This design comes from an exercise in tuning for small area on the open sky130 flow, not from production work. The RTL was checked by simulation tests, not by an equivalence proof against the original design. The clock input has no modelled driver; a real chip could not lean on it and would need a root buffer or a full tree. No activity file was given, so power comes from the tool's default toggle rates.

==> run a <==
// fifo
module fifo (
  clk,
  resetN,
  write_en,
  read_en,
  data_in,
  data_out,
  full,
  empty
);
==> module fifo_oai22, before the edit <==
module fifo_oai22 (input a1, a2, b1, b2, output y);
  assign y = ~((a1 | a2) & (b1 | b2));
endmodule
==> module fifo_and2, before the edit <==
module fifo_and2 (input a, b, output y);
  assign y = a & b;
endmodule
==> module fifo_rbit, before the edit <==
module fifo_rbit (
  input  [15:0] s,
  input         h,
  input  [15:0] d,
  input         q,
  input         f,
  output        y
);
  wire [4:0] n;
  wire       n15, nh, m, z;
  genvar k;
  generate
    for (k = 0; k < 5; k = k + 1) begin : g
      fifo_aoi222 u_aoi (.a1(s[3*k]), .a2(d[3*k]), .b1(s[3*k+1]), .b2(d[3*k+1]),
                         .c1(s[3*k+2]), .c2(d[3*k+2]), .y(n[k]));
    end
  endgenerate
  fifo_nand2 u_n15 (.a(s[15]), .b(d[15]), .y(n15));
  fifo_nand2 u_nh  (.a(h), .b(q), .y(nh));
  fifo_and4  u_m   (.a(n[0]), .b(n[1]), .c(n[2]), .d(n[3]), .y(m));
  fifo_nand4 u_z   (.a(m), .b(n[4]), .c(n15), .d(nh), .y(z));
  fifo_xor2  u_y   (.a(z), .b(f), .y(y));
endmodule
==> module fifo, before the edit <==
module fifo (
  clk,
  resetN,
  write_en,
  read_en,
  data_in,
  data_out,
  full,
  empty
);
  input        clk;
  input        resetN;
  input        write_en;
  input        read_en;
  input  [7:0] data_in;
  output [7:0] data_out;
  output       full;
  output       empty;
  reg [7:0] data_out;
  reg       full;
  reg       empty;
  reg [127:0] ram;    
  reg         p;      
  reg [3:0]   wp;
  reg [3:0]   rp;
  wire        nwr, wr;    
  wire        nrd, rd;    
  wire [15:0] we;      
  wire [15:0] nwe;     
  wire [127:0] ram_d;  
  wire [7:0]  x;       
  wire        np;      
  wire        pr;      
  wire [15:0] s;
  wire [3:0]  wpn;
  wire [3:0]  rpn;
  wire        full_n;
  wire        empty_n;
  wire [7:0]  dnext;
  fifo_nand2b u_nwr (.an(full), .b(write_en), .y(nwr));
  fifo_inv    u_wr  (.a(nwr), .y(wr));
  fifo_nand2b u_nrd (.an(empty), .b(read_en), .y(nrd));
  fifo_inv    u_rd  (.a(nrd), .y(rd));
  fifo_dec   u_wdec (.en(wr), .p(wp), .o(we));
  genvar i, b;
  generate
    for (i = 0; i < 16; i = i + 1) begin : g_nwe
      fifo_inv u_nwe (.a(we[i]), .y(nwe[i]));
    end
  endgenerate
  fifo_inv   u_np (.a(p), .y(np));
  fifo_and2  u_pr (.a(p), .b(rd), .y(pr));
  generate
    for (b = 0; b < 8; b = b + 1) begin : g_x
      fifo_xor2 u_x (.a(data_in[b]), .b(p), .y(x[b]));
    end
  endgenerate
  fifo_dec   u_rdec (.en(rd), .p(rp), .o(s));
  fifo_inc   u_winc (.en(wr), .p(wp), .pn(wpn));
  fifo_inc   u_rinc (.en(rd), .p(rp), .pn(rpn));
  fifo_flags u_flags (.wpn(wpn), .rpn(rpn), .write_en(write_en), .read_en(read_en),
                      .nwr(nwr), .nrd(nrd), .full(full), .empty(empty),
                      .full_n(full_n), .empty_n(empty_n));
  generate
    for (b = 0; b < 8; b = b + 1) begin : g_bit
      wire [15:0] col;
      for (i = 0; i < 16; i = i + 1) begin : g_col
        assign col[i] = ram[8*i + b];
      end
      fifo_rbit u_rbit (.s(s), .h(nrd), .d(col), .q(data_out[b]), .f(pr), .y(dnext[b]));
    end
    for (i = 0; i < 16; i = i + 1) begin : g_row
      for (b = 0; b < 8; b = b + 1) begin : g_col
        fifo_oai22 u_sel (.a1(nwe[i]), .a2(x[b]), .b1(ram[8*i + b]), .b2(we[i]),
                          .y(ram_d[8*i + b]));
      end
    end
  endgenerate
  always @(posedge clk) ram <= ram_d;
  always @(posedge clk or negedge resetN) begin
    if (!resetN) begin
      data_out <= 8'd0;
      p        <= 1'b0;
      full     <= 1'b0;
      empty    <= 1'b1;
      wp       <= 4'd0;
      rp       <= 4'd0;
    end else begin
      data_out <= dnext;
      p        <= np;
      full     <= full_n;
      empty    <= empty_n;
      wp       <= wpn;
      rp       <= rpn;
    end
  end
endmodule
Settings: LEC_CHECK=0, CAP_MARGIN=20, CORE_MARGIN=2, CORE_UTILIZATION=75, SLEW_MARGIN=20, SYNTH_HIERARCHICAL=1, SYNTH_MINIMUM_KEEP_SIZE=0; clock period 4.0 ns.
standard.sh (not shown) runs the stock make flow with config.mk's settings and CLKGATE_MAP_FILE= SYNTH_SCRIPT=/design/flow/synth_recipe.tcl, a recipe that flattens the netlist after the stock synthesis.
==> flow/flow/run.sh <==
#!/bin/bash
# ORFS layout with single-size port buffers and a hand-built clock tree
# (flow/cts.tcl) in place of ORFS's clock tree step. The clock tree uses the
# fewest leaf buffers whose estimated flip-flop clock-pin slew is at most
# SLEW_LIMIT ns.
set -euo pipefail
here=$(pwd)
ARGS=(BUFFER_PORTS_ARGS="-buffer_cell sky130_fd_sc_hd__buf_1")
bash standard.sh "${ARGS[@]}" place > orfs_place.log 2>&1

export RESULTS_DIR=$here/orfs/results/sky130hd/fifo/base
export CTS_ROOT_CELL=sky130_fd_sc_hd__clkbuf_4 CTS_ROOT_COUNT=2
SLEW_LIMIT=0.105
leaf_cell=sky130_fd_sc_hd__clkbuf_8
leaf_count=16
: > openroad_cts_trials.log
for n in 10 11 12 13 14 15 16; do
  s=$(CTS_TRIAL=1 CTS_LEAF_CELL=sky130_fd_sc_hd__buf_4 CTS_LEAF_COUNT=$n \
      openroad -no_init -exit flow/cts.tcl 2>&1 | tee -a openroad_cts_trials.log \
      | awk '/^CTS_TRIAL_SLEW/ {print $2}')
  echo "buf_4 x $n: $s" >> cts_choice.log
  if [[ -n "$s" ]] && awk -v s="$s" -v l="$SLEW_LIMIT" 'BEGIN {exit !(s <= l)}'; then
    leaf_cell=sky130_fd_sc_hd__buf_4
    leaf_count=$n
    break
  fi
done
echo "chosen: $leaf_cell x $leaf_count" >> cts_choice.log
CTS_LEAF_CELL=$leaf_cell CTS_LEAF_COUNT=$leaf_count \
  openroad -no_init -exit flow/cts.tcl > openroad_cts.log 2>&1
bash standard.sh "${ARGS[@]}" finish > orfs_finish.log 2>&1
==> flow/flow/cts.tcl <==
# Clock tree step, in place of ORFS's 4_1_cts: reads the placed design, builds
# the clock tree of manual_cts.tcl, legalizes, repairs timing, and writes the
# files ORFS's cts step writes. With CTS_TRIAL set it only prints the largest
# flip-flop clock-pin slew the tree gives (estimated from placement) and
# writes nothing.
set results $::env(RESULTS_DIR)
set platform_dir $::env(FLOW_HOME)/platforms/sky130hd
read_lib $platform_dir/lib/sky130_fd_sc_hd__tt_025C_1v80.lib
read_db $results/3_place.odb
read_sdc $results/3_place.sdc
source $platform_dir/setRC.tcl
source [file dirname [info script]]/manual_cts.tcl

manual_cts clk $::env(CTS_LEAF_CELL) $::env(CTS_LEAF_COUNT) $::env(CTS_ROOT_CELL) $::env(CTS_ROOT_COUNT)

set_propagated_clock [all_clocks]
detailed_placement
estimate_parasitics -placement

proc max_clk_pin_slew {} {
  set worst 0
  foreach pin [get_pins -hierarchical */CLK] {
    set sl [get_property $pin slew_max]
    if {$sl > $worst} { set worst $sl }
  }
  return $worst
}

if {[info exists ::env(CTS_TRIAL)]} {
  puts "CTS_TRIAL_SLEW [max_clk_pin_slew]"
  exit
}

report_clock_skew
repair_timing -setup -hold
detailed_placement
check_placement -verbose
estimate_parasitics -placement
report_clock_skew
report_worst_slack -min
report_worst_slack -max
report_check_types -max_slew -max_capacitance -violators
puts "largest flip-flop clock-pin slew (placement estimate): [max_clk_pin_slew]"

write_db $results/4_1_cts.odb
write_sdc -no_timestamp $results/4_cts.sdc
file copy -force $results/4_1_cts.odb $results/4_cts.odb
==> flow/flow/manual_cts.tcl <==
# Manual clock tree. The flip-flops are split into leaf_count groups of near
# equal size by cutting across the longer side of their spread, recursively;
# each group gets a leaf clock buffer at its centroid. The leaf buffers are
# split the same way into root_count groups, each driven by a root buffer that
# the clock port drives (root_count 0: the port drives the leaf buffers).
proc cts_split {items k} {
  if {$k <= 1 || [llength $items] < 2} { return [list $items] }
  set xs [lsort -real [lmap i $items {lindex $i 1}]]
  set ys [lsort -real [lmap i $items {lindex $i 2}]]
  set dx [expr {[lindex $xs end] - [lindex $xs 0]}]
  set dy [expr {[lindex $ys end] - [lindex $ys 0]}]
  set axis [expr {$dx >= $dy ? 1 : 2}]
  set s [lsort -real -index $axis $items]
  set k1 [expr {$k / 2}]
  set h [expr {([llength $s] * $k1 + $k / 2) / $k}]
  return [concat [cts_split [lrange $s 0 [expr {$h - 1}]] $k1] \
                 [cts_split [lrange $s $h end] [expr {$k - $k1}]]]
}

proc cts_pin_items {net} {
  set items {}
  foreach it [$net getITerms] {
    set bb [[$it getInst] getBBox]
    lappend items [list $it [expr {([$bb xMin] + [$bb xMax]) / 2.0}] [expr {([$bb yMin] + [$bb yMax]) / 2.0}]]
  }
  return $items
}

# Drive each group of items from a new buffer on net; returns the buffers' A pins
proc cts_level {net groups master prefix} {
  set block [ord::get_db_block]
  set i 0
  foreach g $groups {
    set inst [odb::dbInst_create $block $master "${prefix}_$i"]
    set n [odb::dbNet_create $block "${prefix}_net_$i"]
    $n setSigType CLOCK
    set sx 0; set sy 0
    foreach item $g {
      set it [lindex $item 0]
      $it disconnect
      $it connect $n
      set sx [expr {$sx + [lindex $item 1]}]
      set sy [expr {$sy + [lindex $item 2]}]
    }
    [$inst findITerm A] connect $net
    [$inst findITerm X] connect $n
    set cnt [llength $g]
    set w [[$inst getMaster] getWidth]
    set hgt [[$inst getMaster] getHeight]
    $inst setLocation [expr {int($sx / $cnt - $w / 2)}] [expr {int($sy / $cnt - $hgt / 2)}]
    $inst setPlacementStatus PLACED
    puts "${prefix}_$i drives $cnt pins"
    incr i
  }
}

proc manual_cts {clk_name leaf_cell leaf_count root_cell root_count} {
  set block [ord::get_db_block]
  set db [ord::get_db]
  set net [$block findNet $clk_name]
  cts_level $net [cts_split [cts_pin_items $net] $leaf_count] [$db findMaster $leaf_cell] cts_leaf
  if {$root_count > 0} {
    cts_level $net [cts_split [cts_pin_items $net] $root_count] [$db findMaster $root_cell] cts_root
  }
}
==> run b (differences from run a) <==
--- a/flow/design.v
+++ b/flow/design.v
@@ -30,12 +30,6 @@
 endmodule
 module fifo_aoi222 (input a1, a2, b1, b2, c1, c2, output y);
   assign y = ~((a1 & a2) | (b1 & b2) | (c1 & c2));
-endmodule
-module fifo_oai22 (input a1, a2, b1, b2, output y);
-  assign y = ~((a1 | a2) & (b1 | b2));
-endmodule
-module fifo_and2 (input a, b, output y);
-  assign y = a & b;
 endmodule
 module fifo_ha (input a, b, output s, c);
   assign s = a ^ b;
@@ -73,11 +67,10 @@
   input         h,
   input  [15:0] d,
   input         q,
-  input         f,
   output        y
 );
   wire [4:0] n;
-  wire       n15, nh, m, z;
+  wire       n15, nh, m;
   genvar k;
   generate
     for (k = 0; k < 5; k = k + 1) begin : g
@@ -88,8 +81,7 @@
   fifo_nand2 u_n15 (.a(s[15]), .b(d[15]), .y(n15));
   fifo_nand2 u_nh  (.a(h), .b(q), .y(nh));
   fifo_and4  u_m   (.a(n[0]), .b(n[1]), .c(n[2]), .d(n[3]), .y(m));
-  fifo_nand4 u_z   (.a(m), .b(n[4]), .c(n15), .d(nh), .y(z));
-  fifo_xor2  u_y   (.a(z), .b(f), .y(y));
+  fifo_nand4 u_y   (.a(m), .b(n[4]), .c(n15), .d(nh), .y(y));
 endmodule
 module fifo_inc (
   input        en,
@@ -140,17 +132,11 @@
   reg       full;
   reg       empty;
   reg [127:0] ram;    
-  reg         p;      
   reg [3:0]   wp;
   reg [3:0]   rp;
   wire        nwr, wr;    
   wire        nrd, rd;    
-  wire [15:0] we;      
-  wire [15:0] nwe;     
-  wire [127:0] ram_d;  
-  wire [7:0]  x;       
-  wire        np;      
-  wire        pr;      
+  wire [15:0] we;
   wire [15:0] s;
   wire [3:0]  wpn;
   wire [3:0]  rpn;
@@ -162,52 +148,36 @@
   fifo_nand2b u_nrd (.an(empty), .b(read_en), .y(nrd));
   fifo_inv    u_rd  (.a(nrd), .y(rd));
   fifo_dec   u_wdec (.en(wr), .p(wp), .o(we));
-  genvar i, b;
-  generate
-    for (i = 0; i < 16; i = i + 1) begin : g_nwe
-      fifo_inv u_nwe (.a(we[i]), .y(nwe[i]));
-    end
-  endgenerate
-  fifo_inv   u_np (.a(p), .y(np));
-  fifo_and2  u_pr (.a(p), .b(rd), .y(pr));
-  generate
-    for (b = 0; b < 8; b = b + 1) begin : g_x
-      fifo_xor2 u_x (.a(data_in[b]), .b(p), .y(x[b]));
-    end
-  endgenerate
   fifo_dec   u_rdec (.en(rd), .p(rp), .o(s));
   fifo_inc   u_winc (.en(wr), .p(wp), .pn(wpn));
   fifo_inc   u_rinc (.en(rd), .p(rp), .pn(rpn));
   fifo_flags u_flags (.wpn(wpn), .rpn(rpn), .write_en(write_en), .read_en(read_en),
                       .nwr(nwr), .nrd(nrd), .full(full), .empty(empty),
                       .full_n(full_n), .empty_n(empty_n));
+  genvar i, b;
   generate
     for (b = 0; b < 8; b = b + 1) begin : g_bit
       wire [15:0] col;
       for (i = 0; i < 16; i = i + 1) begin : g_col
         assign col[i] = ram[8*i + b];
       end
-      fifo_rbit u_rbit (.s(s), .h(nrd), .d(col), .q(data_out[b]), .f(pr), .y(dnext[b]));
+      fifo_rbit u_rbit (.s(s), .h(nrd), .d(col), .q(data_out[b]), .y(dnext[b]));
     end
     for (i = 0; i < 16; i = i + 1) begin : g_row
-      for (b = 0; b < 8; b = b + 1) begin : g_col
-        fifo_oai22 u_sel (.a1(nwe[i]), .a2(x[b]), .b1(ram[8*i + b]), .b2(we[i]),
-                          .y(ram_d[8*i + b]));
+      always @(posedge clk) begin
+        if (we[i]) ram[8*i +: 8] <= data_in;
       end
     end
   endgenerate
-  always @(posedge clk) ram <= ram_d;
   always @(posedge clk or negedge resetN) begin
     if (!resetN) begin
       data_out <= 8'd0;
-      p        <= 1'b0;
       full     <= 1'b0;
       empty    <= 1'b1;
       wp       <= 4'd0;
       rp       <= 4'd0;
     end else begin
       data_out <= dnext;
-      p        <= np;
       full     <= full_n;
       empty    <= empty_n;
       wp       <= wpn;
==> flow/flow/run.sh (replaced) <==
#!/bin/bash
# ORFS layout with single-size port buffers and a hand-built clock tree
# (flow/cts.tcl) in place of ORFS's clock tree step.
set -euo pipefail
here=$(pwd)
ARGS=(BUFFER_PORTS_ARGS="-buffer_cell sky130_fd_sc_hd__buf_1")
bash standard.sh "${ARGS[@]}" place > orfs_place.log 2>&1
RESULTS_DIR=$here/orfs/results/sky130hd/fifo/base \
CTS_LEAF_CELL=sky130_fd_sc_hd__buf_4 CTS_LEAF_COUNT=12 \
CTS_ROOT_CELL=sky130_fd_sc_hd__clkbuf_4 CTS_ROOT_COUNT=2 \
  openroad -no_init -exit flow/cts.tcl > openroad_cts.log 2>&1
bash standard.sh "${ARGS[@]}" finish > orfs_finish.log 2>&1
==> flow/flow/cts.tcl (replaced) <==
# Clock tree step, in place of ORFS's 4_1_cts: reads the placed design, builds
# the clock tree of manual_cts.tcl, legalizes, repairs timing, and writes the
# files ORFS's cts step writes.
set results $::env(RESULTS_DIR)
set platform_dir $::env(FLOW_HOME)/platforms/sky130hd
read_lib $platform_dir/lib/sky130_fd_sc_hd__tt_025C_1v80.lib
read_db $results/3_place.odb
read_sdc $results/3_place.sdc
source $platform_dir/setRC.tcl
source [file dirname [info script]]/manual_cts.tcl

manual_cts clk $::env(CTS_LEAF_CELL) $::env(CTS_LEAF_COUNT) $::env(CTS_ROOT_CELL) $::env(CTS_ROOT_COUNT)

set_propagated_clock [all_clocks]
detailed_placement
estimate_parasitics -placement
report_clock_skew
repair_timing -setup -hold
detailed_placement
check_placement -verbose
estimate_parasitics -placement
report_worst_slack -min
report_worst_slack -max
report_check_types -max_slew -max_capacitance -violators

write_db $results/4_1_cts.odb
write_sdc -no_timestamp $results/4_cts.sdc
file copy -force $results/4_1_cts.odb $results/4_cts.odb
==> run c (differences from run a) <==
--- a/flow/design.v
+++ b/flow/design.v
@@ -33,9 +33,6 @@
 endmodule
 module fifo_oai22 (input a1, a2, b1, b2, output y);
   assign y = ~((a1 | a2) & (b1 | b2));
-endmodule
-module fifo_and2 (input a, b, output y);
-  assign y = a & b;
 endmodule
 module fifo_ha (input a, b, output s, c);
   assign s = a ^ b;
@@ -43,6 +40,9 @@
 endmodule
 module fifo_xor2 (input a, b, output y);
   assign y = a ^ b;
+endmodule
+module fifo_xnor2 (input a, b, output y);
+  assign y = ~(a ^ b);
 endmodule
 module fifo_dec (
   input         en,
@@ -169,10 +169,12 @@
     end
   endgenerate
   fifo_inv   u_np (.a(p), .y(np));
-  fifo_and2  u_pr (.a(p), .b(rd), .y(pr));
+  fifo_nor2  u_pr (.a(np), .b(nrd), .y(pr));
   generate
     for (b = 0; b < 8; b = b + 1) begin : g_x
-      fifo_xor2 u_x (.a(data_in[b]), .b(p), .y(x[b]));
+      wire xn;
+      fifo_xnor2 u_xn (.a(data_in[b]), .b(p), .y(xn));
+      fifo_inv   u_x  (.a(xn), .y(x[b]));
     end
   endgenerate
   fifo_dec   u_rdec (.en(rd), .p(rp), .o(s));
==> flow/flow/run.sh (replaced) <==
#!/bin/bash
# ORFS layout with single-size port buffers and a hand-built clock tree
# (flow/cts.tcl) in place of ORFS's clock tree step. The clock tree uses the
# fewest leaf buffers (and the first of a few ways of cutting the flip-flops
# into groups) whose estimated flip-flop clock-pin slew is at most SLEW_LIMIT
# ns.
set -euo pipefail
here=$(pwd)
ARGS=(BUFFER_PORTS_ARGS="-buffer_cell sky130_fd_sc_hd__buf_1")
bash standard.sh "${ARGS[@]}" place > orfs_place.log 2>&1

export RESULTS_DIR=$here/orfs/results/sky130hd/fifo/base
export CTS_ROOT_CELL=sky130_fd_sc_hd__clkbuf_4 CTS_ROOT_COUNT=1
SLEW_LIMIT=0.110
leaf_cell=sky130_fd_sc_hd__clkbuf_8
leaf_count=16
bias=1.0
: > openroad_cts_trials.log
found=0
for n in 11 12 13 14 15 16; do
  for b in 1.0 0.7 1.4 0.5 2.0; do
    s=$(CTS_TRIAL=1 CTS_SPLIT_BIAS=$b CTS_LEAF_CELL=sky130_fd_sc_hd__buf_4 CTS_LEAF_COUNT=$n \
        openroad -no_init -exit flow/cts.tcl 2>&1 | tee -a openroad_cts_trials.log \
        | awk '/^CTS_TRIAL_SLEW/ {print $2}')
    echo "buf_4 x $n, split bias $b: $s" >> cts_choice.log
    if [[ -n "$s" ]] && awk -v s="$s" -v l="$SLEW_LIMIT" 'BEGIN {exit !(s <= l)}'; then
      leaf_cell=sky130_fd_sc_hd__buf_4
      leaf_count=$n
      bias=$b
      found=1
      break
    fi
  done
  [[ $found == 1 ]] && break
done
echo "chosen: $leaf_cell x $leaf_count, split bias $bias" >> cts_choice.log
CTS_SPLIT_BIAS=$bias CTS_LEAF_CELL=$leaf_cell CTS_LEAF_COUNT=$leaf_count \
  openroad -no_init -exit flow/cts.tcl > openroad_cts.log 2>&1
bash standard.sh "${ARGS[@]}" finish > orfs_finish.log 2>&1
--- a/flow/flow/manual_cts.tcl
+++ b/flow/flow/manual_cts.tcl
@@ -9,7 +9,9 @@
   set ys [lsort -real [lmap i $items {lindex $i 2}]]
   set dx [expr {[lindex $xs end] - [lindex $xs 0]}]
   set dy [expr {[lindex $ys end] - [lindex $ys 0]}]
-  set axis [expr {$dx >= $dy ? 1 : 2}]
+  # CTS_SPLIT_BIAS > 1 favours cutting across y, < 1 across x
+  set bias [expr {[info exists ::env(CTS_SPLIT_BIAS)] ? $::env(CTS_SPLIT_BIAS) : 1.0}]
+  set axis [expr {$dx >= $dy * $bias ? 1 : 2}]
   set s [lsort -real -index $axis $items]
   set k1 [expr {$k / 2}]
   set h [expr {([llength $s] * $k1 + $k / 2) / $k}]
==> out/results.ini <==
[run_status]
outcome=complete, no violations

[critical_path]
arrival_ps=2860

[sta]
finClkSkew_ps=10.3
fin_crit_sh_pct=65.9

[synth]
ys_async_sr_fraction_pct=12.3
synth_compound_area_share_pct=7.79

[finish]
fin_area_um2=5570
drive_above_1_share_pct=4.66

[global_routing]
gr-usage-met2_pct=46.5

[pwr]
pwr-share-comb_pct=22.2
powerDensity_nw_per_um2=597

[drt]
dr_wl_met2_um=5000

That was run b.
==> out/results.ini <==
[synth]
synth_compound_area_share_pct=24.1
ys_async_sr_fraction_pct=12.9

[pwr]
powerDensity_nw_per_um2=906
design_power_total_uw=4880

[finish]
fin_area_um2=5380
drive_above_1_share_pct=5.25

[sta]
fin_crit_sh_pct=68.1
finClkSkew_ps=15.4

[drt]
dr_wl_met2_um=6700

[critical_path]
arrival_ps=2970

[run_status]
outcome=complete, no violations

That was run a.
==> out/results.ini <==
[run_status]
outcome=complete, no violations

[drt]
dr_wl_met2_um=6170

[finish]
drive_above_1_share_pct=3.25
largest_class=sequential cells

[pwr]
p_sw_uw=1760
powerDensity_nw_per_um2=894
design_power_total_uw=4770

[clock_tree]
clk_pin_slew_ps=110
clkLatencyLatePin_ps=510

[sta]
hold_ws_ps=225
finClkSkew_ps=16.0
fin_crit_sh_pct=70.1

[floorplanning]
io_pins=22

[synth]
ys_async_sr_fraction_pct=12.9
ys_ff_latch=147
synth_compound_area_share_pct=24.0

[placement]
portBuffers=21

That was run c.
No run of this note takes its clock network from TritonCTS; it comes from the design's own scripts or RTL.

-- re-timing with driven ports --
The flow's constraints put no driver on any port. The routed layouts listed below were extracted and timed again, unchanged, in two steps.
Step 1, drivers: a clkbuf_16 drives clk and a buf_2 each remaining input, both assumed.
Step 2 moves the port delays by t, midway between the first and last clock arrival at a register: inputs arrive t later, outputs are due t later. That takes back most of the time a late clock gives input paths.
a / b / c = no drivers / after step 1 / after step 2; a / b = the first two.
| run | t, ns | setup WS [ns] | latest minus earliest clock arrival (ns) | worst data-port slew with drivers (ns) |
|---|---|---|---|---|
| run a | 0.421 | 1.275 / 1.275 / 0.882 | 0.018 / 0.018 | 0.03 |
| run b | 0.396 | 1.363 / 1.363 / 1.055 | 0.011 / 0.011 | 0.03 |
| run c | 0.528 | 1.195 / 1.195 / 0.844 | 0.017 / 0.016 | 0.04 |
After both steps setup and hold are still met in every run listed. For run a, which loses most, drivers alone change the setup slack by 0.000 ns; drivers and shift together by -0.393 ns.
